This design comes from an exercise in tuning for small area on the open sky130 flow, not from production work.
Function was checked by simulation only, so behaviour that the tests miss may differ from the original.

--- flow/constraint.sdc ---
create_clock -name core_clock -period 6.5 [get_ports {clk}]
set_input_delay 1.3000 -clock core_clock [delete_from_list [all_inputs] [get_ports {clk}]]
set_output_delay 1.3000 -clock core_clock [all_outputs]
set_load 0.01 [all_outputs]
--- flow/standard.sh ---
#!/bin/bash
# synth_recipe.tcl (not shown) runs the flow's synth.tcl, then flattens the netlist and writes it again
# the make line also repeats each setting of config.mk as NAME=value (left out here)
make -C /OpenROAD-flow-scripts/flow DESIGN_CONFIG=/design/flow/config.mk WORK_HOME=/design/flow/orfs CLKGATE_MAP_FILE= SYNTH_SCRIPT=/design/flow/synth_recipe.tcl "${@:-finish}"
--- flow/flow/run.sh ---
#!/bin/bash
# Standard layout; ports buffered with a small buffer, synthesis buffers removed before placement.
set -euo pipefail
export BUFFER_PORTS_ARGS="-buffer_cell sky130_fd_sc_hd__buf_1"
export REMOVE_ABC_BUFFERS=1
export RECOVER_POWER=100
export CTS_ARGS="-sink_clustering_enable -repair_clock_nets -buf_list sky130_fd_sc_hd__clkbuf_8 -dont_use_dummy_load"
bash standard.sh > standard_flow.log 2>&1
--- flow/design.v ---
module processing_element(activation, weight, out, clk, rst);
parameter NON_ZERO_WEIGHTS = 108,
          SPECIAL_CASE = 0,
          FRACTIONAL_BITS = 8,
          BIT_SIZE = 16;
output reg signed [BIT_SIZE-1:0] out;
input [BIT_SIZE-1:0] activation, weight;
input clk, rst;
reg [23:0] s_n;        
reg [15:0] d1, d2, d3, d4;   
reg [6:0] cnt;       
reg valid;           
wire load = (cnt == 0);
wire [23:0] nxt;
wire one1;
wire two2;
wire neg3;
wire none4;
wire ntwo5;
wire nx6;
wire nx7;
wire nx8;
wire nx9;
wire nx10;
wire nx11;
wire nx12;
wire nx13;
wire nx14;
wire nx15;
wire nx16;
wire nx17;
wire nx18;
wire nx19;
wire nx20;
wire nx21;
wire pp22;
wire pp23;
wire pp24;
wire pp25;
wire pp26;
wire pp27;
wire pp28;
wire pp29;
wire pp30;
wire pp31;
wire pp32;
wire pp33;
wire pp34;
wire pp35;
wire pp36;
wire pp37;
wire pp38;
wire one39;
wire two40;
wire neg41;
wire none42;
wire ntwo43;
wire nx44;
wire nx45;
wire nx46;
wire nx47;
wire nx48;
wire nx49;
wire nx50;
wire nx51;
wire nx52;
wire nx53;
wire nx54;
wire nx55;
wire nx56;
wire nx57;
wire nx58;
wire nx59;
wire pp60;
wire pp61;
wire pp62;
wire pp63;
wire pp64;
wire pp65;
wire pp66;
wire pp67;
wire pp68;
wire pp69;
wire pp70;
wire pp71;
wire pp72;
wire pp73;
wire pp74;
wire pp75;
wire pp76;
wire one77;
wire two78;
wire neg79;
wire none80;
wire ntwo81;
wire nx82;
wire nx83;
wire nx84;
wire nx85;
wire nx86;
wire nx87;
wire nx88;
wire nx89;
wire nx90;
wire nx91;
wire nx92;
wire nx93;
wire nx94;
wire nx95;
wire nx96;
wire nx97;
wire pp98;
wire pp99;
wire pp100;
wire pp101;
wire pp102;
wire pp103;
wire pp104;
wire pp105;
wire pp106;
wire pp107;
wire pp108;
wire pp109;
wire pp110;
wire pp111;
wire pp112;
wire pp113;
wire pp114;
wire one115;
wire two116;
wire neg117;
wire none118;
wire ntwo119;
wire nx120;
wire nx121;
wire nx122;
wire nx123;
wire nx124;
wire nx125;
wire nx126;
wire nx127;
wire nx128;
wire nx129;
wire nx130;
wire nx131;
wire nx132;
wire nx133;
wire nx134;
wire nx135;
wire pp136;
wire pp137;
wire pp138;
wire pp139;
wire pp140;
wire pp141;
wire pp142;
wire pp143;
wire pp144;
wire pp145;
wire pp146;
wire pp147;
wire pp148;
wire pp149;
wire pp150;
wire pp151;
wire pp152;
wire one153;
wire two154;
wire neg155;
wire none156;
wire ntwo157;
wire nx158;
wire nx159;
wire nx160;
wire nx161;
wire nx162;
wire nx163;
wire nx164;
wire nx165;
wire nx166;
wire nx167;
wire nx168;
wire nx169;
wire nx170;
wire nx171;
wire nx172;
wire nx173;
wire pp174;
wire pp175;
wire pp176;
wire pp177;
wire pp178;
wire pp179;
wire pp180;
wire pp181;
wire pp182;
wire pp183;
wire pp184;
wire pp185;
wire pp186;
wire pp187;
wire pp188;
wire pp189;
wire one190;
wire two191;
wire neg192;
wire none193;
wire ntwo194;
wire nx195;
wire nx196;
wire nx197;
wire nx198;
wire nx199;
wire nx200;
wire nx201;
wire nx202;
wire nx203;
wire nx204;
wire nx205;
wire nx206;
wire nx207;
wire nx208;
wire pp209;
wire pp210;
wire pp211;
wire pp212;
wire pp213;
wire pp214;
wire pp215;
wire pp216;
wire pp217;
wire pp218;
wire pp219;
wire pp220;
wire pp221;
wire pp222;
wire one223;
wire two224;
wire neg225;
wire none226;
wire ntwo227;
wire nx228;
wire nx229;
wire nx230;
wire nx231;
wire nx232;
wire nx233;
wire nx234;
wire nx235;
wire nx236;
wire nx237;
wire nx238;
wire nx239;
wire pp240;
wire pp241;
wire pp242;
wire pp243;
wire pp244;
wire pp245;
wire pp246;
wire pp247;
wire pp248;
wire pp249;
wire pp250;
wire pp251;
wire one252;
wire two253;
wire neg254;
wire none255;
wire ntwo256;
wire nx257;
wire nx258;
wire nx259;
wire nx260;
wire nx261;
wire nx262;
wire nx263;
wire nx264;
wire nx265;
wire nx266;
wire pp267;
wire pp268;
wire pp269;
wire pp270;
wire pp271;
wire pp272;
wire pp273;
wire pp274;
wire pp275;
wire pp276;
wire ac277;
wire ac278;
wire ac279;
wire ac280;
wire ac281;
wire ac282;
wire ac283;
wire ac284;
wire ac285;
wire ac286;
wire ac287;
wire ac288;
wire ac289;
wire ac290;
wire ac291;
wire ac292;
wire ac293;
wire ac294;
wire ac295;
wire ac296;
wire ac297;
wire ac298;
wire ac299;
wire ac300;
wire es301;
wire ec302;
wire es303;
wire ec304;
wire es305;
wire ec306;
wire es307;
wire fs308;
wire fc309;
wire fs310;
wire fc311;
wire fs312;
wire fc313;
wire fs314;
wire fc315;
wire fs316;
wire fc317;
wire fs318;
wire fc319;
wire fs320;
wire fc321;
wire fs322;
wire fc323;
wire fs324;
wire fc325;
wire fs326;
wire fc327;
wire fs328;
wire fc329;
wire hs330;
wire hc331;
wire fs332;
wire fc333;
wire fs334;
wire fc335;
wire fs336;
wire fc337;
wire fs338;
wire fc339;
wire fs340;
wire fc341;
wire fs342;
wire fc343;
wire fs344;
wire fc345;
wire fs346;
wire fc347;
wire fs348;
wire fc349;
wire fs350;
wire fc351;
wire fs352;
wire fc353;
wire fs354;
wire fc355;
wire fs356;
wire fc357;
wire fs358;
wire fc359;
wire fs360;
wire fc361;
wire fs362;
wire fc363;
wire fs364;
wire fc365;
wire hs366;
wire hc367;
wire fs368;
wire fc369;
wire fs370;
wire fc371;
wire fs372;
wire fc373;
wire fs374;
wire fc375;
wire fs376;
wire fc377;
wire fs378;
wire fs379;
wire fc380;
wire fs381;
wire fc382;
wire fs383;
wire fc384;
wire fs385;
wire fc386;
wire fs387;
wire fc388;
wire hs389;
wire hc390;
wire fs391;
wire fc392;
wire hs393;
wire hc394;
wire fs395;
wire fc396;
wire hs397;
wire hc398;
wire fs399;
wire fc400;
wire hs401;
wire hc402;
wire fs403;
wire fc404;
wire hs405;
wire hc406;
wire fs407;
wire fc408;
wire hs409;
wire hc410;
wire fs411;
wire fc412;
wire fs413;
wire fc414;
wire fs415;
wire fc416;
wire fs417;
wire fc418;
wire fs419;
wire fc420;
wire fs421;
wire fc422;
wire fs423;
wire fc424;
wire fs425;
wire fc426;
wire fs427;
wire fc428;
wire fs429;
wire fc430;
wire fs431;
wire fc432;
wire fs433;
wire fc434;
wire fs435;
wire fc436;
wire fs437;
wire fc438;
wire fs439;
wire fc440;
wire fs441;
wire fc442;
wire fs443;
wire fc444;
wire hs445;
wire hc446;
wire fs447;
wire fc448;
wire fs449;
wire fc450;
wire fs451;
wire hs452;
wire fs453;
wire fc454;
wire fs455;
wire fc456;
wire fs457;
wire fc458;
wire fs459;
wire fc460;
wire fs461;
wire fc462;
wire fs463;
wire fc464;
wire fs465;
wire fc466;
wire fs467;
wire fc468;
wire fs469;
wire fc470;
wire fs471;
wire fc472;
wire fs473;
wire fc474;
wire fs475;
wire fc476;
wire fs477;
wire fc478;
wire fs479;
wire fc480;
wire fs481;
wire fc482;
wire fs483;
wire fc484;
wire fs485;
wire fc486;
wire fs487;
wire fc488;
wire fs489;
wire fc490;
wire fs491;
wire fc492;
wire fs493;
wire fc494;
wire fs495;
wire fs496;
wire fc497;
wire hs498;
wire hc499;
wire hs500;
wire hc501;
wire hs502;
wire hc503;
wire hs504;
wire hc505;
wire hs506;
wire hc507;
wire hs508;
wire hc509;
wire fs510;
wire fc511;
wire fs512;
wire fc513;
wire fs514;
wire fc515;
wire fs516;
wire fc517;
wire fs518;
wire fc519;
wire fs520;
wire fc521;
wire fs522;
wire fc523;
wire fs524;
wire fc525;
wire fs526;
wire fc527;
wire fs528;
wire fc529;
wire fs530;
wire fc531;
wire fs532;
wire fc533;
wire fs534;
wire fc535;
wire fs536;
wire fc537;
wire fs538;
wire fc539;
wire fs540;
wire fc541;
wire fs542;
wire g543;
wire p544;
wire g545;
wire p546;
wire g547;
wire p548;
wire g549;
wire p550;
wire g551;
wire p552;
wire g553;
wire p554;
wire g555;
wire p556;
wire g557;
wire p558;
wire g559;
wire p560;
wire g561;
wire p562;
wire g563;
wire p564;
wire g565;
wire p566;
wire g567;
wire p568;
wire g569;
wire p570;
wire g571;
wire p572;
wire g573;
wire p574;
wire g575;
wire p576;
wire g577;
wire p578;
wire g579;
wire p580;
wire g581;
wire p582;
wire g583;
wire p584;
wire g585;
wire p586;
wire g587;
wire p588;
wire g589;
wire p590;
wire G591;
wire P592;
wire G593;
wire P594;
wire G595;
wire P596;
wire G597;
wire P598;
wire G599;
wire P600;
wire G601;
wire P602;
wire G603;
wire P604;
wire G605;
wire P606;
wire G607;
wire P608;
wire G609;
wire P610;
wire G611;
wire P612;
wire G613;
wire P614;
wire G615;
wire P616;
wire G617;
wire P618;
wire G619;
wire P620;
wire G621;
wire P622;
wire G623;
wire P624;
wire G625;
wire P626;
wire G627;
wire P628;
wire G629;
wire P630;
wire G631;
wire P632;
wire G633;
wire P634;
wire G635;
wire P636;
wire G637;
wire P638;
wire G639;
wire P640;
wire G641;
wire P642;
wire G643;
wire P644;
wire G645;
wire P646;
wire G647;
wire P648;
wire G649;
wire P650;
wire G651;
wire P652;
wire G653;
wire P654;
wire G655;
wire P656;
wire G657;
wire P658;
wire G659;
wire P660;
wire G661;
wire P662;
wire G663;
wire P664;
wire G665;
wire P666;
wire G667;
wire P668;
wire G669;
wire P670;
wire G671;
wire P672;
wire G673;
wire P674;
wire G675;
wire P676;
wire G677;
wire P678;
wire G679;
wire P680;
wire G681;
wire P682;
wire G683;
wire P684;
wire G685;
wire P686;
wire G687;
wire P688;
wire G689;
wire P690;
wire G691;
wire P692;
wire G693;
wire P694;
assign one1 = weight[0] ^ 1'b0;
assign two2 = (weight[1] & ~weight[0] & ~1'b0) | (~weight[1] & weight[0] & 1'b0);
assign neg3 = weight[1] & ~(weight[0] & 1'b0);
assign none4 = ~one1;
assign ntwo5 = ~two2;
assign nx6 = ~(activation[0] ^ neg3);
assign nx7 = ~(activation[1] ^ neg3);
assign nx8 = ~(activation[2] ^ neg3);
assign nx9 = ~(activation[3] ^ neg3);
assign nx10 = ~(activation[4] ^ neg3);
assign nx11 = ~(activation[5] ^ neg3);
assign nx12 = ~(activation[6] ^ neg3);
assign nx13 = ~(activation[7] ^ neg3);
assign nx14 = ~(activation[8] ^ neg3);
assign nx15 = ~(activation[9] ^ neg3);
assign nx16 = ~(activation[10] ^ neg3);
assign nx17 = ~(activation[11] ^ neg3);
assign nx18 = ~(activation[12] ^ neg3);
assign nx19 = ~(activation[13] ^ neg3);
assign nx20 = ~(activation[14] ^ neg3);
assign nx21 = ~(activation[15] ^ neg3);
assign pp22 = ((one1 & ~nx6) | (two2 & neg3));
pe_o22ai u_sel1 (.a(none4), .b(nx7), .c(ntwo5), .d(nx6), .y(pp23));
pe_o22ai u_sel2 (.a(none4), .b(nx8), .c(ntwo5), .d(nx7), .y(pp24));
pe_o22ai u_sel3 (.a(none4), .b(nx9), .c(ntwo5), .d(nx8), .y(pp25));
pe_o22ai u_sel4 (.a(none4), .b(nx10), .c(ntwo5), .d(nx9), .y(pp26));
pe_o22ai u_sel5 (.a(none4), .b(nx11), .c(ntwo5), .d(nx10), .y(pp27));
pe_o22ai u_sel6 (.a(none4), .b(nx12), .c(ntwo5), .d(nx11), .y(pp28));
pe_o22ai u_sel7 (.a(none4), .b(nx13), .c(ntwo5), .d(nx12), .y(pp29));
pe_o22ai u_sel8 (.a(none4), .b(nx14), .c(ntwo5), .d(nx13), .y(pp30));
pe_o22ai u_sel9 (.a(none4), .b(nx15), .c(ntwo5), .d(nx14), .y(pp31));
pe_o22ai u_sel10 (.a(none4), .b(nx16), .c(ntwo5), .d(nx15), .y(pp32));
pe_o22ai u_sel11 (.a(none4), .b(nx17), .c(ntwo5), .d(nx16), .y(pp33));
pe_o22ai u_sel12 (.a(none4), .b(nx18), .c(ntwo5), .d(nx17), .y(pp34));
pe_o22ai u_sel13 (.a(none4), .b(nx19), .c(ntwo5), .d(nx18), .y(pp35));
pe_o22ai u_sel14 (.a(none4), .b(nx20), .c(ntwo5), .d(nx19), .y(pp36));
pe_o22ai u_sel15 (.a(none4), .b(nx21), .c(ntwo5), .d(nx20), .y(pp37));
pe_o22a u_sel16 (.a(none4), .b(nx21), .c(ntwo5), .d(nx21), .y(pp38));
assign one39 = weight[2] ^ weight[1];
assign two40 = (weight[3] & ~weight[2] & ~weight[1]) | (~weight[3] & weight[2] & weight[1]);
assign neg41 = weight[3] & ~(weight[2] & weight[1]);
assign none42 = ~one39;
assign ntwo43 = ~two40;
assign nx44 = ~(activation[0] ^ neg41);
assign nx45 = ~(activation[1] ^ neg41);
assign nx46 = ~(activation[2] ^ neg41);
assign nx47 = ~(activation[3] ^ neg41);
assign nx48 = ~(activation[4] ^ neg41);
assign nx49 = ~(activation[5] ^ neg41);
assign nx50 = ~(activation[6] ^ neg41);
assign nx51 = ~(activation[7] ^ neg41);
assign nx52 = ~(activation[8] ^ neg41);
assign nx53 = ~(activation[9] ^ neg41);
assign nx54 = ~(activation[10] ^ neg41);
assign nx55 = ~(activation[11] ^ neg41);
assign nx56 = ~(activation[12] ^ neg41);
assign nx57 = ~(activation[13] ^ neg41);
assign nx58 = ~(activation[14] ^ neg41);
assign nx59 = ~(activation[15] ^ neg41);
assign pp60 = ((one39 & ~nx44) | (two40 & neg41));
pe_o22ai u_sel17 (.a(none42), .b(nx45), .c(ntwo43), .d(nx44), .y(pp61));
pe_o22ai u_sel18 (.a(none42), .b(nx46), .c(ntwo43), .d(nx45), .y(pp62));
pe_o22ai u_sel19 (.a(none42), .b(nx47), .c(ntwo43), .d(nx46), .y(pp63));
pe_o22ai u_sel20 (.a(none42), .b(nx48), .c(ntwo43), .d(nx47), .y(pp64));
pe_o22ai u_sel21 (.a(none42), .b(nx49), .c(ntwo43), .d(nx48), .y(pp65));
pe_o22ai u_sel22 (.a(none42), .b(nx50), .c(ntwo43), .d(nx49), .y(pp66));
pe_o22ai u_sel23 (.a(none42), .b(nx51), .c(ntwo43), .d(nx50), .y(pp67));
pe_o22ai u_sel24 (.a(none42), .b(nx52), .c(ntwo43), .d(nx51), .y(pp68));
pe_o22ai u_sel25 (.a(none42), .b(nx53), .c(ntwo43), .d(nx52), .y(pp69));
pe_o22ai u_sel26 (.a(none42), .b(nx54), .c(ntwo43), .d(nx53), .y(pp70));
pe_o22ai u_sel27 (.a(none42), .b(nx55), .c(ntwo43), .d(nx54), .y(pp71));
pe_o22ai u_sel28 (.a(none42), .b(nx56), .c(ntwo43), .d(nx55), .y(pp72));
pe_o22ai u_sel29 (.a(none42), .b(nx57), .c(ntwo43), .d(nx56), .y(pp73));
pe_o22ai u_sel30 (.a(none42), .b(nx58), .c(ntwo43), .d(nx57), .y(pp74));
pe_o22ai u_sel31 (.a(none42), .b(nx59), .c(ntwo43), .d(nx58), .y(pp75));
pe_o22a u_sel32 (.a(none42), .b(nx59), .c(ntwo43), .d(nx59), .y(pp76));
assign one77 = weight[4] ^ weight[3];
assign two78 = (weight[5] & ~weight[4] & ~weight[3]) | (~weight[5] & weight[4] & weight[3]);
assign neg79 = weight[5] & ~(weight[4] & weight[3]);
assign none80 = ~one77;
assign ntwo81 = ~two78;
assign nx82 = ~(activation[0] ^ neg79);
assign nx83 = ~(activation[1] ^ neg79);
assign nx84 = ~(activation[2] ^ neg79);
assign nx85 = ~(activation[3] ^ neg79);
assign nx86 = ~(activation[4] ^ neg79);
assign nx87 = ~(activation[5] ^ neg79);
assign nx88 = ~(activation[6] ^ neg79);
assign nx89 = ~(activation[7] ^ neg79);
assign nx90 = ~(activation[8] ^ neg79);
assign nx91 = ~(activation[9] ^ neg79);
assign nx92 = ~(activation[10] ^ neg79);
assign nx93 = ~(activation[11] ^ neg79);
assign nx94 = ~(activation[12] ^ neg79);
assign nx95 = ~(activation[13] ^ neg79);
assign nx96 = ~(activation[14] ^ neg79);
assign nx97 = ~(activation[15] ^ neg79);
assign pp98 = ((one77 & ~nx82) | (two78 & neg79));
pe_o22ai u_sel33 (.a(none80), .b(nx83), .c(ntwo81), .d(nx82), .y(pp99));
pe_o22ai u_sel34 (.a(none80), .b(nx84), .c(ntwo81), .d(nx83), .y(pp100));
pe_o22ai u_sel35 (.a(none80), .b(nx85), .c(ntwo81), .d(nx84), .y(pp101));
pe_o22ai u_sel36 (.a(none80), .b(nx86), .c(ntwo81), .d(nx85), .y(pp102));
pe_o22ai u_sel37 (.a(none80), .b(nx87), .c(ntwo81), .d(nx86), .y(pp103));
pe_o22ai u_sel38 (.a(none80), .b(nx88), .c(ntwo81), .d(nx87), .y(pp104));
pe_o22ai u_sel39 (.a(none80), .b(nx89), .c(ntwo81), .d(nx88), .y(pp105));
pe_o22ai u_sel40 (.a(none80), .b(nx90), .c(ntwo81), .d(nx89), .y(pp106));
pe_o22ai u_sel41 (.a(none80), .b(nx91), .c(ntwo81), .d(nx90), .y(pp107));
pe_o22ai u_sel42 (.a(none80), .b(nx92), .c(ntwo81), .d(nx91), .y(pp108));
pe_o22ai u_sel43 (.a(none80), .b(nx93), .c(ntwo81), .d(nx92), .y(pp109));
pe_o22ai u_sel44 (.a(none80), .b(nx94), .c(ntwo81), .d(nx93), .y(pp110));
pe_o22ai u_sel45 (.a(none80), .b(nx95), .c(ntwo81), .d(nx94), .y(pp111));
pe_o22ai u_sel46 (.a(none80), .b(nx96), .c(ntwo81), .d(nx95), .y(pp112));
pe_o22ai u_sel47 (.a(none80), .b(nx97), .c(ntwo81), .d(nx96), .y(pp113));
pe_o22a u_sel48 (.a(none80), .b(nx97), .c(ntwo81), .d(nx97), .y(pp114));
assign one115 = weight[6] ^ weight[5];
assign two116 = (weight[7] & ~weight[6] & ~weight[5]) | (~weight[7] & weight[6] & weight[5]);
assign neg117 = weight[7] & ~(weight[6] & weight[5]);
assign none118 = ~one115;
assign ntwo119 = ~two116;
assign nx120 = ~(activation[0] ^ neg117);
assign nx121 = ~(activation[1] ^ neg117);
assign nx122 = ~(activation[2] ^ neg117);
assign nx123 = ~(activation[3] ^ neg117);
assign nx124 = ~(activation[4] ^ neg117);
assign nx125 = ~(activation[5] ^ neg117);
assign nx126 = ~(activation[6] ^ neg117);
assign nx127 = ~(activation[7] ^ neg117);
assign nx128 = ~(activation[8] ^ neg117);
assign nx129 = ~(activation[9] ^ neg117);
assign nx130 = ~(activation[10] ^ neg117);
assign nx131 = ~(activation[11] ^ neg117);
assign nx132 = ~(activation[12] ^ neg117);
assign nx133 = ~(activation[13] ^ neg117);
assign nx134 = ~(activation[14] ^ neg117);
assign nx135 = ~(activation[15] ^ neg117);
assign pp136 = ((one115 & ~nx120) | (two116 & neg117));
pe_o22ai u_sel49 (.a(none118), .b(nx121), .c(ntwo119), .d(nx120), .y(pp137));
pe_o22ai u_sel50 (.a(none118), .b(nx122), .c(ntwo119), .d(nx121), .y(pp138));
pe_o22ai u_sel51 (.a(none118), .b(nx123), .c(ntwo119), .d(nx122), .y(pp139));
pe_o22ai u_sel52 (.a(none118), .b(nx124), .c(ntwo119), .d(nx123), .y(pp140));
pe_o22ai u_sel53 (.a(none118), .b(nx125), .c(ntwo119), .d(nx124), .y(pp141));
pe_o22ai u_sel54 (.a(none118), .b(nx126), .c(ntwo119), .d(nx125), .y(pp142));
pe_o22ai u_sel55 (.a(none118), .b(nx127), .c(ntwo119), .d(nx126), .y(pp143));
pe_o22ai u_sel56 (.a(none118), .b(nx128), .c(ntwo119), .d(nx127), .y(pp144));
pe_o22ai u_sel57 (.a(none118), .b(nx129), .c(ntwo119), .d(nx128), .y(pp145));
pe_o22ai u_sel58 (.a(none118), .b(nx130), .c(ntwo119), .d(nx129), .y(pp146));
pe_o22ai u_sel59 (.a(none118), .b(nx131), .c(ntwo119), .d(nx130), .y(pp147));
pe_o22ai u_sel60 (.a(none118), .b(nx132), .c(ntwo119), .d(nx131), .y(pp148));
pe_o22ai u_sel61 (.a(none118), .b(nx133), .c(ntwo119), .d(nx132), .y(pp149));
pe_o22ai u_sel62 (.a(none118), .b(nx134), .c(ntwo119), .d(nx133), .y(pp150));
pe_o22ai u_sel63 (.a(none118), .b(nx135), .c(ntwo119), .d(nx134), .y(pp151));
pe_o22a u_sel64 (.a(none118), .b(nx135), .c(ntwo119), .d(nx135), .y(pp152));
assign one153 = weight[8] ^ weight[7];
assign two154 = (weight[9] & ~weight[8] & ~weight[7]) | (~weight[9] & weight[8] & weight[7]);
assign neg155 = weight[9] & ~(weight[8] & weight[7]);
assign none156 = ~one153;
assign ntwo157 = ~two154;
assign nx158 = ~(activation[0] ^ neg155);
assign nx159 = ~(activation[1] ^ neg155);
assign nx160 = ~(activation[2] ^ neg155);
assign nx161 = ~(activation[3] ^ neg155);
assign nx162 = ~(activation[4] ^ neg155);
assign nx163 = ~(activation[5] ^ neg155);
assign nx164 = ~(activation[6] ^ neg155);
assign nx165 = ~(activation[7] ^ neg155);
assign nx166 = ~(activation[8] ^ neg155);
assign nx167 = ~(activation[9] ^ neg155);
assign nx168 = ~(activation[10] ^ neg155);
assign nx169 = ~(activation[11] ^ neg155);
assign nx170 = ~(activation[12] ^ neg155);
assign nx171 = ~(activation[13] ^ neg155);
assign nx172 = ~(activation[14] ^ neg155);
assign nx173 = ~(activation[15] ^ neg155);
assign pp174 = ((one153 & ~nx158) | (two154 & neg155));
pe_o22ai u_sel65 (.a(none156), .b(nx159), .c(ntwo157), .d(nx158), .y(pp175));
pe_o22ai u_sel66 (.a(none156), .b(nx160), .c(ntwo157), .d(nx159), .y(pp176));
pe_o22ai u_sel67 (.a(none156), .b(nx161), .c(ntwo157), .d(nx160), .y(pp177));
pe_o22ai u_sel68 (.a(none156), .b(nx162), .c(ntwo157), .d(nx161), .y(pp178));
pe_o22ai u_sel69 (.a(none156), .b(nx163), .c(ntwo157), .d(nx162), .y(pp179));
pe_o22ai u_sel70 (.a(none156), .b(nx164), .c(ntwo157), .d(nx163), .y(pp180));
pe_o22ai u_sel71 (.a(none156), .b(nx165), .c(ntwo157), .d(nx164), .y(pp181));
pe_o22ai u_sel72 (.a(none156), .b(nx166), .c(ntwo157), .d(nx165), .y(pp182));
pe_o22ai u_sel73 (.a(none156), .b(nx167), .c(ntwo157), .d(nx166), .y(pp183));
pe_o22ai u_sel74 (.a(none156), .b(nx168), .c(ntwo157), .d(nx167), .y(pp184));
pe_o22ai u_sel75 (.a(none156), .b(nx169), .c(ntwo157), .d(nx168), .y(pp185));
pe_o22ai u_sel76 (.a(none156), .b(nx170), .c(ntwo157), .d(nx169), .y(pp186));
pe_o22ai u_sel77 (.a(none156), .b(nx171), .c(ntwo157), .d(nx170), .y(pp187));
pe_o22ai u_sel78 (.a(none156), .b(nx172), .c(ntwo157), .d(nx171), .y(pp188));
pe_o22ai u_sel79 (.a(none156), .b(nx173), .c(ntwo157), .d(nx172), .y(pp189));
assign one190 = weight[10] ^ weight[9];
assign two191 = (weight[11] & ~weight[10] & ~weight[9]) | (~weight[11] & weight[10] & weight[9]);
assign neg192 = weight[11] & ~(weight[10] & weight[9]);
assign none193 = ~one190;
assign ntwo194 = ~two191;
assign nx195 = ~(activation[0] ^ neg192);
assign nx196 = ~(activation[1] ^ neg192);
assign nx197 = ~(activation[2] ^ neg192);
assign nx198 = ~(activation[3] ^ neg192);
assign nx199 = ~(activation[4] ^ neg192);
assign nx200 = ~(activation[5] ^ neg192);
assign nx201 = ~(activation[6] ^ neg192);
assign nx202 = ~(activation[7] ^ neg192);
assign nx203 = ~(activation[8] ^ neg192);
assign nx204 = ~(activation[9] ^ neg192);
assign nx205 = ~(activation[10] ^ neg192);
assign nx206 = ~(activation[11] ^ neg192);
assign nx207 = ~(activation[12] ^ neg192);
assign nx208 = ~(activation[13] ^ neg192);
assign pp209 = ((one190 & ~nx195) | (two191 & neg192));
pe_o22ai u_sel80 (.a(none193), .b(nx196), .c(ntwo194), .d(nx195), .y(pp210));
pe_o22ai u_sel81 (.a(none193), .b(nx197), .c(ntwo194), .d(nx196), .y(pp211));
pe_o22ai u_sel82 (.a(none193), .b(nx198), .c(ntwo194), .d(nx197), .y(pp212));
pe_o22ai u_sel83 (.a(none193), .b(nx199), .c(ntwo194), .d(nx198), .y(pp213));
pe_o22ai u_sel84 (.a(none193), .b(nx200), .c(ntwo194), .d(nx199), .y(pp214));
pe_o22ai u_sel85 (.a(none193), .b(nx201), .c(ntwo194), .d(nx200), .y(pp215));
pe_o22ai u_sel86 (.a(none193), .b(nx202), .c(ntwo194), .d(nx201), .y(pp216));
pe_o22ai u_sel87 (.a(none193), .b(nx203), .c(ntwo194), .d(nx202), .y(pp217));
pe_o22ai u_sel88 (.a(none193), .b(nx204), .c(ntwo194), .d(nx203), .y(pp218));
pe_o22ai u_sel89 (.a(none193), .b(nx205), .c(ntwo194), .d(nx204), .y(pp219));
pe_o22ai u_sel90 (.a(none193), .b(nx206), .c(ntwo194), .d(nx205), .y(pp220));
pe_o22ai u_sel91 (.a(none193), .b(nx207), .c(ntwo194), .d(nx206), .y(pp221));
pe_o22ai u_sel92 (.a(none193), .b(nx208), .c(ntwo194), .d(nx207), .y(pp222));
assign one223 = weight[12] ^ weight[11];
assign two224 = (weight[13] & ~weight[12] & ~weight[11]) | (~weight[13] & weight[12] & weight[11]);
assign neg225 = weight[13] & ~(weight[12] & weight[11]);
assign none226 = ~one223;
assign ntwo227 = ~two224;
assign nx228 = ~(activation[0] ^ neg225);
assign nx229 = ~(activation[1] ^ neg225);
assign nx230 = ~(activation[2] ^ neg225);
assign nx231 = ~(activation[3] ^ neg225);
assign nx232 = ~(activation[4] ^ neg225);
assign nx233 = ~(activation[5] ^ neg225);
assign nx234 = ~(activation[6] ^ neg225);
assign nx235 = ~(activation[7] ^ neg225);
assign nx236 = ~(activation[8] ^ neg225);
assign nx237 = ~(activation[9] ^ neg225);
assign nx238 = ~(activation[10] ^ neg225);
assign nx239 = ~(activation[11] ^ neg225);
assign pp240 = ((one223 & ~nx228) | (two224 & neg225));
pe_o22ai u_sel93 (.a(none226), .b(nx229), .c(ntwo227), .d(nx228), .y(pp241));
pe_o22ai u_sel94 (.a(none226), .b(nx230), .c(ntwo227), .d(nx229), .y(pp242));
pe_o22ai u_sel95 (.a(none226), .b(nx231), .c(ntwo227), .d(nx230), .y(pp243));
pe_o22ai u_sel96 (.a(none226), .b(nx232), .c(ntwo227), .d(nx231), .y(pp244));
pe_o22ai u_sel97 (.a(none226), .b(nx233), .c(ntwo227), .d(nx232), .y(pp245));
pe_o22ai u_sel98 (.a(none226), .b(nx234), .c(ntwo227), .d(nx233), .y(pp246));
pe_o22ai u_sel99 (.a(none226), .b(nx235), .c(ntwo227), .d(nx234), .y(pp247));
pe_o22ai u_sel100 (.a(none226), .b(nx236), .c(ntwo227), .d(nx235), .y(pp248));
pe_o22ai u_sel101 (.a(none226), .b(nx237), .c(ntwo227), .d(nx236), .y(pp249));
pe_o22ai u_sel102 (.a(none226), .b(nx238), .c(ntwo227), .d(nx237), .y(pp250));
pe_o22ai u_sel103 (.a(none226), .b(nx239), .c(ntwo227), .d(nx238), .y(pp251));
assign one252 = weight[14] ^ weight[13];
assign two253 = (weight[15] & ~weight[14] & ~weight[13]) | (~weight[15] & weight[14] & weight[13]);
assign neg254 = weight[15] & ~(weight[14] & weight[13]);
assign none255 = ~one252;
assign ntwo256 = ~two253;
assign nx257 = ~(activation[0] ^ neg254);
assign nx258 = ~(activation[1] ^ neg254);
assign nx259 = ~(activation[2] ^ neg254);
assign nx260 = ~(activation[3] ^ neg254);
assign nx261 = ~(activation[4] ^ neg254);
assign nx262 = ~(activation[5] ^ neg254);
assign nx263 = ~(activation[6] ^ neg254);
assign nx264 = ~(activation[7] ^ neg254);
assign nx265 = ~(activation[8] ^ neg254);
assign nx266 = ~(activation[9] ^ neg254);
assign pp267 = ((one252 & ~nx257) | (two253 & neg254));
pe_o22ai u_sel104 (.a(none255), .b(nx258), .c(ntwo256), .d(nx257), .y(pp268));
pe_o22ai u_sel105 (.a(none255), .b(nx259), .c(ntwo256), .d(nx258), .y(pp269));
pe_o22ai u_sel106 (.a(none255), .b(nx260), .c(ntwo256), .d(nx259), .y(pp270));
pe_o22ai u_sel107 (.a(none255), .b(nx261), .c(ntwo256), .d(nx260), .y(pp271));
pe_o22ai u_sel108 (.a(none255), .b(nx262), .c(ntwo256), .d(nx261), .y(pp272));
pe_o22ai u_sel109 (.a(none255), .b(nx263), .c(ntwo256), .d(nx262), .y(pp273));
pe_o22ai u_sel110 (.a(none255), .b(nx264), .c(ntwo256), .d(nx263), .y(pp274));
pe_o22ai u_sel111 (.a(none255), .b(nx265), .c(ntwo256), .d(nx264), .y(pp275));
pe_o22ai u_sel112 (.a(none255), .b(nx266), .c(ntwo256), .d(nx265), .y(pp276));
assign ac277 = ~(s_n[0] | load);
assign ac278 = ~(s_n[1] | load);
assign ac279 = ~(s_n[2] | load);
assign ac280 = ~(s_n[3] | load);
assign ac281 = ~(s_n[4] | load);
assign ac282 = ~(s_n[5] | load);
assign ac283 = ~(s_n[6] | load);
assign ac284 = ~(s_n[7] | load);
assign ac285 = ~(s_n[8] | load);
assign ac286 = ~(s_n[9] | load);
assign ac287 = ~(s_n[10] | load);
assign ac288 = ~(s_n[11] | load);
assign ac289 = ~(s_n[12] | load);
assign ac290 = ~(s_n[13] | load);
assign ac291 = ~(s_n[14] | load);
assign ac292 = ~(s_n[15] | load);
assign ac293 = ~(s_n[16] | load);
assign ac294 = ~(s_n[17] | load);
assign ac295 = ~(s_n[18] | load);
assign ac296 = ~(s_n[19] | load);
assign ac297 = ~(s_n[20] | load);
assign ac298 = ~(s_n[21] | load);
assign ac299 = ~(s_n[22] | load);
assign ac300 = ~(s_n[23] | load);
pe_ha u_ha113 (.a(ac291), .b(neg254), .s(es301), .co(ec302));
pe_ha u_ha114 (.a(ac292), .b(ec302), .s(es303), .co(ec304));
assign es305 = ~(ac293 ^ ec304);
assign ec306 = ac293 | ec304;
assign es307 = ~ac294;
pe_fa u_fa115 (.a(ac285), .b(neg155), .c(pp30), .s(fs308), .co(fc309));
pe_fa u_fa116 (.a(ac286), .b(pp31), .c(pp67), .s(fs310), .co(fc311));
pe_fa u_fa117 (.a(ac287), .b(neg192), .c(pp32), .s(fs312), .co(fc313));
pe_fa u_fa118 (.a(pp68), .b(pp104), .c(pp140), .s(fs314), .co(fc315));
pe_fa u_fa119 (.a(ac288), .b(pp33), .c(pp69), .s(fs316), .co(fc317));
pe_fa u_fa120 (.a(pp105), .b(pp141), .c(pp177), .s(fs318), .co(fc319));
pe_fa u_fa121 (.a(ac289), .b(neg225), .c(pp34), .s(fs320), .co(fc321));
pe_fa u_fa122 (.a(pp70), .b(pp106), .c(pp142), .s(fs322), .co(fc323));
pe_fa u_fa123 (.a(pp178), .b(pp211), .c(pp240), .s(fs324), .co(fc325));
pe_fa u_fa124 (.a(ac290), .b(pp35), .c(pp71), .s(fs326), .co(fc327));
pe_fa u_fa125 (.a(pp107), .b(pp143), .c(pp179), .s(fs328), .co(fc329));
pe_ha u_ha126 (.a(pp212), .b(pp241), .s(hs330), .co(hc331));
pe_fa u_fa127 (.a(es301), .b(pp36), .c(pp72), .s(fs332), .co(fc333));
pe_fa u_fa128 (.a(pp108), .b(pp144), .c(pp180), .s(fs334), .co(fc335));
pe_fa u_fa129 (.a(pp213), .b(pp242), .c(pp267), .s(fs336), .co(fc337));
pe_fa u_fa130 (.a(es303), .b(pp37), .c(pp73), .s(fs338), .co(fc339));
pe_fa u_fa131 (.a(pp109), .b(pp145), .c(pp181), .s(fs340), .co(fc341));
pe_fa u_fa132 (.a(pp214), .b(pp243), .c(pp268), .s(fs342), .co(fc343));
pe_fa u_fa133 (.a(pp38), .b(pp74), .c(pp110), .s(fs344), .co(fc345));
pe_fa u_fa134 (.a(pp146), .b(pp182), .c(pp215), .s(fs346), .co(fc347));
pe_fa u_fa135 (.a(pp244), .b(pp269), .c(es305), .s(fs348), .co(fc349));
pe_fa u_fa136 (.a(es307), .b(pp75), .c(pp111), .s(fs350), .co(fc351));
pe_fa u_fa137 (.a(pp147), .b(pp183), .c(pp216), .s(fs352), .co(fc353));
pe_fa u_fa138 (.a(pp245), .b(pp270), .c(ec306), .s(fs354), .co(fc355));
pe_fa u_fa139 (.a(ac295), .b(ac294), .c(pp76), .s(fs356), .co(fc357));
pe_fa u_fa140 (.a(pp112), .b(pp148), .c(pp184), .s(fs358), .co(fc359));
pe_fa u_fa141 (.a(pp217), .b(pp246), .c(pp271), .s(fs360), .co(fc361));
pe_fa u_fa142 (.a(1'b1), .b(ac296), .c(pp113), .s(fs362), .co(fc363));
pe_fa u_fa143 (.a(pp149), .b(pp185), .c(pp218), .s(fs364), .co(fc365));
pe_ha u_ha144 (.a(pp247), .b(pp272), .s(hs366), .co(hc367));
pe_fa u_fa145 (.a(ac297), .b(pp114), .c(pp150), .s(fs368), .co(fc369));
pe_fa u_fa146 (.a(pp186), .b(pp219), .c(pp248), .s(fs370), .co(fc371));
pe_fa u_fa147 (.a(1'b1), .b(ac298), .c(pp151), .s(fs372), .co(fc373));
pe_fa u_fa148 (.a(pp187), .b(pp220), .c(pp249), .s(fs374), .co(fc375));
pe_fa u_fa149 (.a(ac299), .b(pp152), .c(pp188), .s(fs376), .co(fc377));
assign fs378 = 1'b1 ^ ac300 ^ pp189;
pe_fa u_fa150 (.a(ac281), .b(neg79), .c(pp26), .s(fs379), .co(fc380));
pe_fa u_fa151 (.a(ac282), .b(pp27), .c(pp63), .s(fs381), .co(fc382));
pe_fa u_fa152 (.a(ac283), .b(neg117), .c(pp28), .s(fs383), .co(fc384));
pe_fa u_fa153 (.a(pp64), .b(pp100), .c(pp136), .s(fs385), .co(fc386));
pe_fa u_fa154 (.a(ac284), .b(pp29), .c(pp65), .s(fs387), .co(fc388));
pe_ha u_ha155 (.a(pp101), .b(pp137), .s(hs389), .co(hc390));
pe_fa u_fa156 (.a(pp66), .b(pp102), .c(pp138), .s(fs391), .co(fc392));
pe_ha u_ha157 (.a(pp174), .b(fs308), .s(hs393), .co(hc394));
pe_fa u_fa158 (.a(pp103), .b(pp139), .c(pp175), .s(fs395), .co(fc396));
pe_ha u_ha159 (.a(fc309), .b(fs310), .s(hs397), .co(hc398));
pe_fa u_fa160 (.a(pp176), .b(pp209), .c(fc311), .s(fs399), .co(fc400));
pe_ha u_ha161 (.a(fs312), .b(fs314), .s(hs401), .co(hc402));
pe_fa u_fa162 (.a(pp210), .b(fc313), .c(fc315), .s(fs403), .co(fc404));
pe_ha u_ha163 (.a(fs316), .b(fs318), .s(hs405), .co(hc406));
pe_fa u_fa164 (.a(fc317), .b(fc319), .c(fs320), .s(fs407), .co(fc408));
pe_ha u_ha165 (.a(fs322), .b(fs324), .s(hs409), .co(hc410));
pe_fa u_fa166 (.a(hs330), .b(fc321), .c(fc323), .s(fs411), .co(fc412));
pe_fa u_fa167 (.a(fc325), .b(fs326), .c(fs328), .s(fs413), .co(fc414));
pe_fa u_fa168 (.a(hc331), .b(fc327), .c(fc329), .s(fs415), .co(fc416));
pe_fa u_fa169 (.a(fs332), .b(fs334), .c(fs336), .s(fs417), .co(fc418));
pe_fa u_fa170 (.a(fc333), .b(fc335), .c(fc337), .s(fs419), .co(fc420));
pe_fa u_fa171 (.a(fs338), .b(fs340), .c(fs342), .s(fs421), .co(fc422));
pe_fa u_fa172 (.a(fc339), .b(fc341), .c(fc343), .s(fs423), .co(fc424));
pe_fa u_fa173 (.a(fs344), .b(fs346), .c(fs348), .s(fs425), .co(fc426));
pe_fa u_fa174 (.a(fc345), .b(fc347), .c(fs350), .s(fs427), .co(fc428));
pe_fa u_fa175 (.a(fs352), .b(fc349), .c(fs354), .s(fs429), .co(fc430));
pe_fa u_fa176 (.a(fc351), .b(fc353), .c(fs356), .s(fs431), .co(fc432));
pe_fa u_fa177 (.a(fs358), .b(fs360), .c(fc355), .s(fs433), .co(fc434));
pe_fa u_fa178 (.a(hs366), .b(fc357), .c(fc359), .s(fs435), .co(fc436));
pe_fa u_fa179 (.a(fc361), .b(fs362), .c(fs364), .s(fs437), .co(fc438));
pe_fa u_fa180 (.a(pp273), .b(hc367), .c(fc363), .s(fs439), .co(fc440));
pe_fa u_fa181 (.a(fc365), .b(fs368), .c(fs370), .s(fs441), .co(fc442));
pe_fa u_fa182 (.a(pp274), .b(fc369), .c(fc371), .s(fs443), .co(fc444));
pe_ha u_ha183 (.a(fs372), .b(fs374), .s(hs445), .co(hc446));
pe_fa u_fa184 (.a(pp221), .b(pp250), .c(pp275), .s(fs447), .co(fc448));
pe_fa u_fa185 (.a(fc373), .b(fc375), .c(fs376), .s(fs449), .co(fc450));
assign fs451 = pp222 ^ pp251 ^ pp276;
assign hs452 = fc377 ^ fs378;
pe_fa u_fa186 (.a(ac279), .b(neg41), .c(pp24), .s(fs453), .co(fc454));
pe_fa u_fa187 (.a(ac280), .b(pp25), .c(pp61), .s(fs455), .co(fc456));
pe_fa u_fa188 (.a(pp62), .b(pp98), .c(fs379), .s(fs457), .co(fc458));
pe_fa u_fa189 (.a(pp99), .b(fc380), .c(fs381), .s(fs459), .co(fc460));
pe_fa u_fa190 (.a(fc382), .b(fs383), .c(fs385), .s(fs461), .co(fc462));
pe_fa u_fa191 (.a(hs389), .b(fc384), .c(fc386), .s(fs463), .co(fc464));
pe_fa u_fa192 (.a(hc390), .b(fc388), .c(fs391), .s(fs465), .co(fc466));
pe_fa u_fa193 (.a(fc392), .b(fs395), .c(hc394), .s(fs467), .co(fc468));
pe_fa u_fa194 (.a(fc396), .b(hc398), .c(hs401), .s(fs469), .co(fc470));
pe_fa u_fa195 (.a(hc402), .b(hs405), .c(fc400), .s(fs471), .co(fc472));
pe_fa u_fa196 (.a(hc406), .b(hs409), .c(fc404), .s(fs473), .co(fc474));
pe_fa u_fa197 (.a(hc410), .b(fc408), .c(fs411), .s(fs475), .co(fc476));
pe_fa u_fa198 (.a(fc412), .b(fc414), .c(fs415), .s(fs477), .co(fc478));
pe_fa u_fa199 (.a(fc416), .b(fc418), .c(fs419), .s(fs479), .co(fc480));
pe_fa u_fa200 (.a(fc420), .b(fc422), .c(fs423), .s(fs481), .co(fc482));
pe_fa u_fa201 (.a(fc424), .b(fs427), .c(fc426), .s(fs483), .co(fc484));
pe_fa u_fa202 (.a(fc428), .b(fs431), .c(fc430), .s(fs485), .co(fc486));
pe_fa u_fa203 (.a(fc432), .b(fs435), .c(fc434), .s(fs487), .co(fc488));
pe_fa u_fa204 (.a(fc436), .b(fc438), .c(fs439), .s(fs489), .co(fc490));
pe_fa u_fa205 (.a(hs445), .b(fc440), .c(fc442), .s(fs491), .co(fc492));
pe_fa u_fa206 (.a(fs447), .b(hc446), .c(fc444), .s(fs493), .co(fc494));
assign fs495 = fc448 ^ fs451 ^ hs452;
pe_fa u_fa207 (.a(ac277), .b(neg3), .c(pp22), .s(fs496), .co(fc497));
pe_ha u_ha208 (.a(ac278), .b(pp23), .s(hs498), .co(hc499));
pe_ha u_ha209 (.a(pp60), .b(fs453), .s(hs500), .co(hc501));
pe_ha u_ha210 (.a(fc454), .b(fs455), .s(hs502), .co(hc503));
pe_ha u_ha211 (.a(fc456), .b(fs457), .s(hs504), .co(hc505));
pe_ha u_ha212 (.a(fc458), .b(fs459), .s(hs506), .co(hc507));
pe_ha u_ha213 (.a(fc460), .b(fs461), .s(hs508), .co(hc509));
pe_fa u_fa214 (.a(fs387), .b(fc462), .c(fs463), .s(fs510), .co(fc511));
pe_fa u_fa215 (.a(hs393), .b(fc464), .c(fs465), .s(fs512), .co(fc513));
pe_fa u_fa216 (.a(hs397), .b(fc466), .c(fs467), .s(fs514), .co(fc515));
pe_fa u_fa217 (.a(fs399), .b(fc468), .c(fs469), .s(fs516), .co(fc517));
pe_fa u_fa218 (.a(fs403), .b(fc470), .c(fs471), .s(fs518), .co(fc519));
pe_fa u_fa219 (.a(fs407), .b(fc472), .c(fs473), .s(fs520), .co(fc521));
pe_fa u_fa220 (.a(fs413), .b(fc474), .c(fs475), .s(fs522), .co(fc523));
pe_fa u_fa221 (.a(fs417), .b(fc476), .c(fs477), .s(fs524), .co(fc525));
pe_fa u_fa222 (.a(fs421), .b(fc478), .c(fs479), .s(fs526), .co(fc527));
pe_fa u_fa223 (.a(fs425), .b(fc480), .c(fs481), .s(fs528), .co(fc529));
pe_fa u_fa224 (.a(fs429), .b(fc482), .c(fs483), .s(fs530), .co(fc531));
pe_fa u_fa225 (.a(fs433), .b(fc484), .c(fs485), .s(fs532), .co(fc533));
pe_fa u_fa226 (.a(fs437), .b(fc486), .c(fs487), .s(fs534), .co(fc535));
pe_fa u_fa227 (.a(fs441), .b(fc488), .c(fs489), .s(fs536), .co(fc537));
pe_fa u_fa228 (.a(fs443), .b(fc490), .c(fs491), .s(fs538), .co(fc539));
pe_fa u_fa229 (.a(fs449), .b(fc492), .c(fs493), .s(fs540), .co(fc541));
assign fs542 = fc450 ^ fc494 ^ fs495;
assign g543 = fs496 & 1'b0;
assign p544 = fs496 ^ 1'b0;
assign g545 = fc497 & hs498;
assign p546 = fc497 ^ hs498;
assign g547 = hc499 & hs500;
assign p548 = hc499 ^ hs500;
assign g549 = hc501 & hs502;
assign p550 = hc501 ^ hs502;
assign g551 = hc503 & hs504;
assign p552 = hc503 ^ hs504;
assign g553 = hc505 & hs506;
assign p554 = hc505 ^ hs506;
assign g555 = hc507 & hs508;
assign p556 = hc507 ^ hs508;
assign g557 = hc509 & fs510;
assign p558 = hc509 ^ fs510;
assign g559 = fc511 & fs512;
assign p560 = fc511 ^ fs512;
assign g561 = fc513 & fs514;
assign p562 = fc513 ^ fs514;
assign g563 = fc515 & fs516;
assign p564 = fc515 ^ fs516;
assign g565 = fc517 & fs518;
assign p566 = fc517 ^ fs518;
assign g567 = fc519 & fs520;
assign p568 = fc519 ^ fs520;
assign g569 = fc521 & fs522;
assign p570 = fc521 ^ fs522;
assign g571 = fc523 & fs524;
assign p572 = fc523 ^ fs524;
assign g573 = fc525 & fs526;
assign p574 = fc525 ^ fs526;
assign g575 = fc527 & fs528;
assign p576 = fc527 ^ fs528;
assign g577 = fc529 & fs530;
assign p578 = fc529 ^ fs530;
assign g579 = fc531 & fs532;
assign p580 = fc531 ^ fs532;
assign g581 = fc533 & fs534;
assign p582 = fc533 ^ fs534;
assign g583 = fc535 & fs536;
assign p584 = fc535 ^ fs536;
assign g585 = fc537 & fs538;
assign p586 = fc537 ^ fs538;
assign g587 = fc539 & fs540;
assign p588 = fc539 ^ fs540;
assign g589 = fc541 & fs542;
assign p590 = fc541 ^ fs542;
assign G591 = g545 | (p546 & g543);
assign P592 = p546 & p544;
assign G593 = g549 | (p550 & g547);
assign P594 = p550 & p548;
assign G595 = g553 | (p554 & g551);
assign P596 = p554 & p552;
assign G597 = g557 | (p558 & g555);
assign P598 = p558 & p556;
assign G599 = g561 | (p562 & g559);
assign P600 = p562 & p560;
assign G601 = g565 | (p566 & g563);
assign P602 = p566 & p564;
assign G603 = g569 | (p570 & g567);
assign P604 = p570 & p568;
assign G605 = g573 | (p574 & g571);
assign P606 = p574 & p572;
assign G607 = g577 | (p578 & g575);
assign P608 = p578 & p576;
assign G609 = g581 | (p582 & g579);
assign P610 = p582 & p580;
assign G611 = g585 | (p586 & g583);
assign P612 = p586 & p584;
assign G613 = g589 | (p590 & g587);
assign P614 = p590 & p588;
assign G615 = g547 | (p548 & G591);
assign P616 = p548 & P592;
assign G617 = G593 | (P594 & G591);
assign P618 = P594 & P592;
assign G619 = g555 | (p556 & G595);
assign P620 = p556 & P596;
assign G621 = G597 | (P598 & G595);
assign P622 = P598 & P596;
assign G623 = g563 | (p564 & G599);
assign P624 = p564 & P600;
assign G625 = G601 | (P602 & G599);
assign P626 = P602 & P600;
assign G627 = g571 | (p572 & G603);
assign P628 = p572 & P604;
assign G629 = G605 | (P606 & G603);
assign P630 = P606 & P604;
assign G631 = g579 | (p580 & G607);
assign P632 = p580 & P608;
assign G633 = G609 | (P610 & G607);
assign P634 = P610 & P608;
assign G635 = g587 | (p588 & G611);
assign P636 = p588 & P612;
assign G637 = G613 | (P614 & G611);
assign P638 = P614 & P612;
assign G639 = g551 | (p552 & G617);
assign P640 = p552 & P618;
assign G641 = G595 | (P596 & G617);
assign P642 = P596 & P618;
assign G643 = G619 | (P620 & G617);
assign P644 = P620 & P618;
assign G645 = G621 | (P622 & G617);
assign P646 = P622 & P618;
assign G647 = g567 | (p568 & G625);
assign P648 = p568 & P626;
assign G649 = G603 | (P604 & G625);
assign P650 = P604 & P626;
assign G651 = G627 | (P628 & G625);
assign P652 = P628 & P626;
assign G653 = G629 | (P630 & G625);
assign P654 = P630 & P626;
assign G655 = g583 | (p584 & G633);
assign P656 = p584 & P634;
assign G657 = G611 | (P612 & G633);
assign P658 = P612 & P634;
assign G659 = G635 | (P636 & G633);
assign P660 = P636 & P634;
assign G661 = G637 | (P638 & G633);
assign P662 = P638 & P634;
assign G663 = g559 | (p560 & G645);
assign P664 = p560 & P646;
assign G665 = G599 | (P600 & G645);
assign P666 = P600 & P646;
assign G667 = G623 | (P624 & G645);
assign P668 = P624 & P646;
assign G669 = G625 | (P626 & G645);
assign P670 = P626 & P646;
assign G671 = G647 | (P648 & G645);
assign P672 = P648 & P646;
assign G673 = G649 | (P650 & G645);
assign P674 = P650 & P646;
assign G675 = G651 | (P652 & G645);
assign P676 = P652 & P646;
assign G677 = G653 | (P654 & G645);
assign P678 = P654 & P646;
assign G679 = g575 | (p576 & G677);
assign P680 = p576 & P678;
assign G681 = G607 | (P608 & G677);
assign P682 = P608 & P678;
assign G683 = G631 | (P632 & G677);
assign P684 = P632 & P678;
assign G685 = G633 | (P634 & G677);
assign P686 = P634 & P678;
assign G687 = G655 | (P656 & G677);
assign P688 = P656 & P678;
assign G689 = G657 | (P658 & G677);
assign P690 = P658 & P678;
assign G691 = G659 | (P660 & G677);
assign P692 = P660 & P678;
assign G693 = G661 | (P662 & G677);
assign P694 = P662 & P678;
assign nxt[0] = p544;
assign nxt[1] = (p546 ^ g543);
assign nxt[2] = (p548 ^ G591);
assign nxt[3] = (p550 ^ G615);
assign nxt[4] = (p552 ^ G617);
assign nxt[5] = (p554 ^ G639);
assign nxt[6] = (p556 ^ G641);
assign nxt[7] = (p558 ^ G643);
assign nxt[8] = (p560 ^ G645);
assign nxt[9] = (p562 ^ G663);
assign nxt[10] = (p564 ^ G665);
assign nxt[11] = (p566 ^ G667);
assign nxt[12] = (p568 ^ G669);
assign nxt[13] = (p570 ^ G671);
assign nxt[14] = (p572 ^ G673);
assign nxt[15] = (p574 ^ G675);
assign nxt[16] = (p576 ^ G677);
assign nxt[17] = (p578 ^ G679);
assign nxt[18] = (p580 ^ G681);
assign nxt[19] = (p582 ^ G683);
assign nxt[20] = (p584 ^ G685);
assign nxt[21] = (p586 ^ G687);
assign nxt[22] = (p588 ^ G689);
assign nxt[23] = (p590 ^ G691);
always @(posedge clk) begin
  s_n <= ~nxt;
  d1 <= s_n[FRACTIONAL_BITS+15:FRACTIONAL_BITS];
  d2 <= d1;
  d3 <= d2;
  d4 <= d3;
  if (!rst) begin
    cnt <= 0;
    valid <= 1'b0;
    out <= 0;
  end else begin
    cnt <= (cnt == NON_ZERO_WEIGHTS - 1) ? 7'd0 : cnt + 7'd1;
    valid <= valid | (cnt == 4);
    out <= valid ? ~d4 : 16'd0;
  end
end
endmodule
module pe_fa(a, b, c, s, co);
input a, b, c;
output s, co;
assign s = a ^ b ^ c;
assign co = (a & b) | (a & c) | (b & c);
endmodule
module pe_o22ai(a, b, c, d, y);
input a, b, c, d;
output y;
assign y = ~((a | b) & (c | d));
endmodule
module pe_o22a(a, b, c, d, y);
input a, b, c, d;
output y;
assign y = (a | b) & (c | d);
endmodule
module pe_ha(a, b, s, co);
input a, b;
output s, co;
assign s = a ^ b;
assign co = a & b;
endmodule
--- flow/config.mk ---
export PLATFORM = sky130hd
export DESIGN_NAME = processing_element
export DESIGN_NICKNAME = processing_element
export VERILOG_FILES = /design/flow/design.v
export SDC_FILE = /design/flow/constraint.sdc
export NUM_CORES = 4
export LEC_CHECK = 0
export CAP_MARGIN = 0
export CORE_MARGIN = 2
export CORE_UTILIZATION = 40
export CTS_BUF_LIST = sky130_fd_sc_hd__clkbuf_8
export GPL_TIMING_DRIVEN = 0
export SLEW_MARGIN = 0
export SYNTH_HIERARCHICAL = 1
==> summary.txt <==
Arr. time, crit path 6470 ps; fin area 8700 um2; Final Hold Vio Count 0; initial drt markers 338; first-pass GRT wire length 28,700 um; Critical Path End Type flip-flop; Top Ports 50; Setup crit start kind input port; slew at the pin with the worst max-slew slack 1370 ps; initial antenna violation count 0; FMAX 0.161 GHz; Top delay family on crit path adder cells; clk root buf clkbuf_8; layout cells sized above 1 4.44%; # rows 51; wirelength, routed 16,800 um; Worst Hold Class flip-flop to flip-flop; IO Port Bufs 49; CTS Buf Count 9; gpl congestion 0.897; clock tree from TritonCTS yes; Die Y-Extent 146 um; most frequent cells in the layout xnor2_1, dfxtp_1, o22ai_1; # fillers 1,953; DRT Pass-1 Iters 7; Setup Fix Bufs, Post-CTS 0; Final Max Slew Viols 0; final-stage net count 978; DRC 0; wire per inst 16.0 um; Period minus WS final 6190 ps; status timing/DRC/antenna clean; Clk Latency, worst-skew pair 380 ps; worst path required time 6770 ps; DP HPWL 13,800 um; DP Area 8550 um2; number of synthesized flops with an enable pin 0; clock skew 26.4 ps; worst rel slew slack 8.97%; Tcrit/Tclk final 95.3%; RSZ-0062 raised after global routing false; WS Path Type input port to flip-flop; Post-Syn Area 8040 um2; worst path cell trace buf_1, inv_1, nor3_1, a21oi_1, o22ai_1, fa_1, ha_1, fa_1, fa_1, ha_1, o21ai_0, nor2_1, a311o_2, nand2_1, nand2_1, a21oi_1, fa_1; synth warn 7; MaxCap Viol Count 0; sequential share of the synthesized area 27.9%; DR vias 5,446; CP max stage cell a21oi_1; worst slack at placement -1010 ps; largest net degree at the start of global routing 23; worst path bufs/invs 2; syn avg cell area 10.7 um2; CP dominant cell by count fa_1; Yosys cell types 42; vias per inst 5.17; CTS Buffer Depth 2; Post-Syn Instances 753; Clk pin slew, worst setup/hold paths 110 ps; DIE AREA 21,300 um2; Hold-fix buffers, CTS 0; CTS Sinks 112; Area Growth Syn to Fin 8.13%; core area 19,600 um2; ys flop type dfxtp_1; Die Wd 146 um; Tot GR Track Use 16.8%; worst stage delay on the critical path 1030 ps; #FFs+latches synth 112; Async S/R FF share, synth 0%; initial cell density of the core 41.1%; Antenna Nets Post-Route 0; vias in the first global route 5,491; grt ovf 0; H-tree Lvls 3; diodes inserted 0; CP Max Fanout 17; most common cell after layout, fill and taps aside xnor2_1; final setup fails 0; final setup margin 307 ps
==> Yosys stat by module, one instance, submodules excluded <==
| module | area [um2] | flops+latches | copies in the design | cells |
|---|---|---|---|---|
| pe_fa | 20.0 | 0 | 100 | 1 |
| processing_element | 5120 | 112 | 1 | 524 |
| pe_ha | 12.5 | 0 | 17 | 1 |
| pe_o22ai | 6.26 | 0 | 108 | 1 |
| pe_o22a | 8.76 | 0 | 4 | 1 |
==> state kept, by name, indices dropped and copies added (netlist names) <==
signal	flops
d4	16
d2	16
d1	16
out	16
d3	16
valid	1
s_n	24
cnt	7
==> layer usage <==
layer / vias up / routed length [um] / part of all wire, % / global-route usage, %
met4: 0 / 238 / 1.4 / 4.22
met2: 139 / 7520 / 45 / 26.0
met5: - / 0 / 0 / 0
met3: 21 / 933 / 5.5 / 3.10
li1: 2684 / - / - / -
met1: 2602 / 8150 / 48 / 24.3
==> worst paths after layout <==
path              from       to  slack (ps)  cells after the start
max          weight[7]  s_n[16]         310                     17
min             d3[11]   d4[11]         310                      0
max reg2reg     cnt[4]  s_n[23]         910                     21
min reg2reg     d3[11]   d4[11]         310                      0
==> cell type report <==
class / count / area [um2] / share of cell area (%)
Sequential cell: 112 / 2240 / 25.8
Tap cell: 265 / 332 / 3.81
Timing Repair Buffer: 55 / 275 / 3.16
Inverter: 35 / 131 / 1.51
Clock buffer: 9 / 124 / 1.42
Multi-Input combinational cell: 578 / 5590 / 64.3
==> through the flow <==
step	std cells	setup TNS [ps]	hold WS, ps	util (%)
floorplan	725	0	310	-
CTS	1054	0	307	44.4
detailed placement	1045	-8930	312	43.7
global placement	1039	-14510	312	43.1
global route	1054	0	311	44.4
finish	1054	0	306	44.4
==> synthesized netlist by cell type (7+ instances only) <==
cell type	instances	area [um2]
nor3_1	11	55.1
ha_1	49	613
nor2_1	61	229
o32ai_1	7	61.3
nand2_1	11	41.3
inv_1	35	131
o22ai_1	108	676
o21ai_0	10	50.1
fa_1	104	2080
buf_1	10	37.5
xor2_1	9	78.8
xnor2_1	136	1190
a21oi_1	15	75.1
dfxtp_1	112	2240
nor2b_1	11	68.8
clkbuf_1	14	52.6
==> repair_timing <==
action	CTS	global route
resized for setup	3	4
endpoints found under the setup margin	10	6
gates cloned	0	0
==> cell families after synthesis <==
group | count (synthesis) | share of synthesized area (%)
flops | 112 | 27.9
xor+xnor | 145 | 15.8
compound gates | 167 | 13.5
simple gates | 111 | 6.21
other cells | 1 | 0.0466
fa+ha+maj | 153 | 33.5
buf+inv | 64 | 3.06

port drivers added, routing unchanged:
The flow's constraints put no driver on any port. The routed layout listed below was extracted and timed again, unchanged, in two steps.
Step 1: set_driving_cell puts a clkbuf_16 on clk and a buf_2 on each other input, an assumption about the parent block.
Step 2, shift: input delay + t, output delay - t, t = (earliest + latest rising clock arrival at the registers) / 2. This alone moves slack from input paths to output paths.
a / b / c = ideal / step 1 / step 2; a / b = the first two.
t, ns: 0.409
setup slack, ns: 0.307 / 0.326 / -0.083
hold slack, ns: 0.306 / 0.306 / 0.306
worst setup path at the end: input to register
clock arrival spread, ns: 0.027 / 0.026
With both steps, setup timing fails in this run, where it was met with ideal ports. The setup slack of this run moves by +0.019 ns with the drivers and by -0.390 ns with both steps.
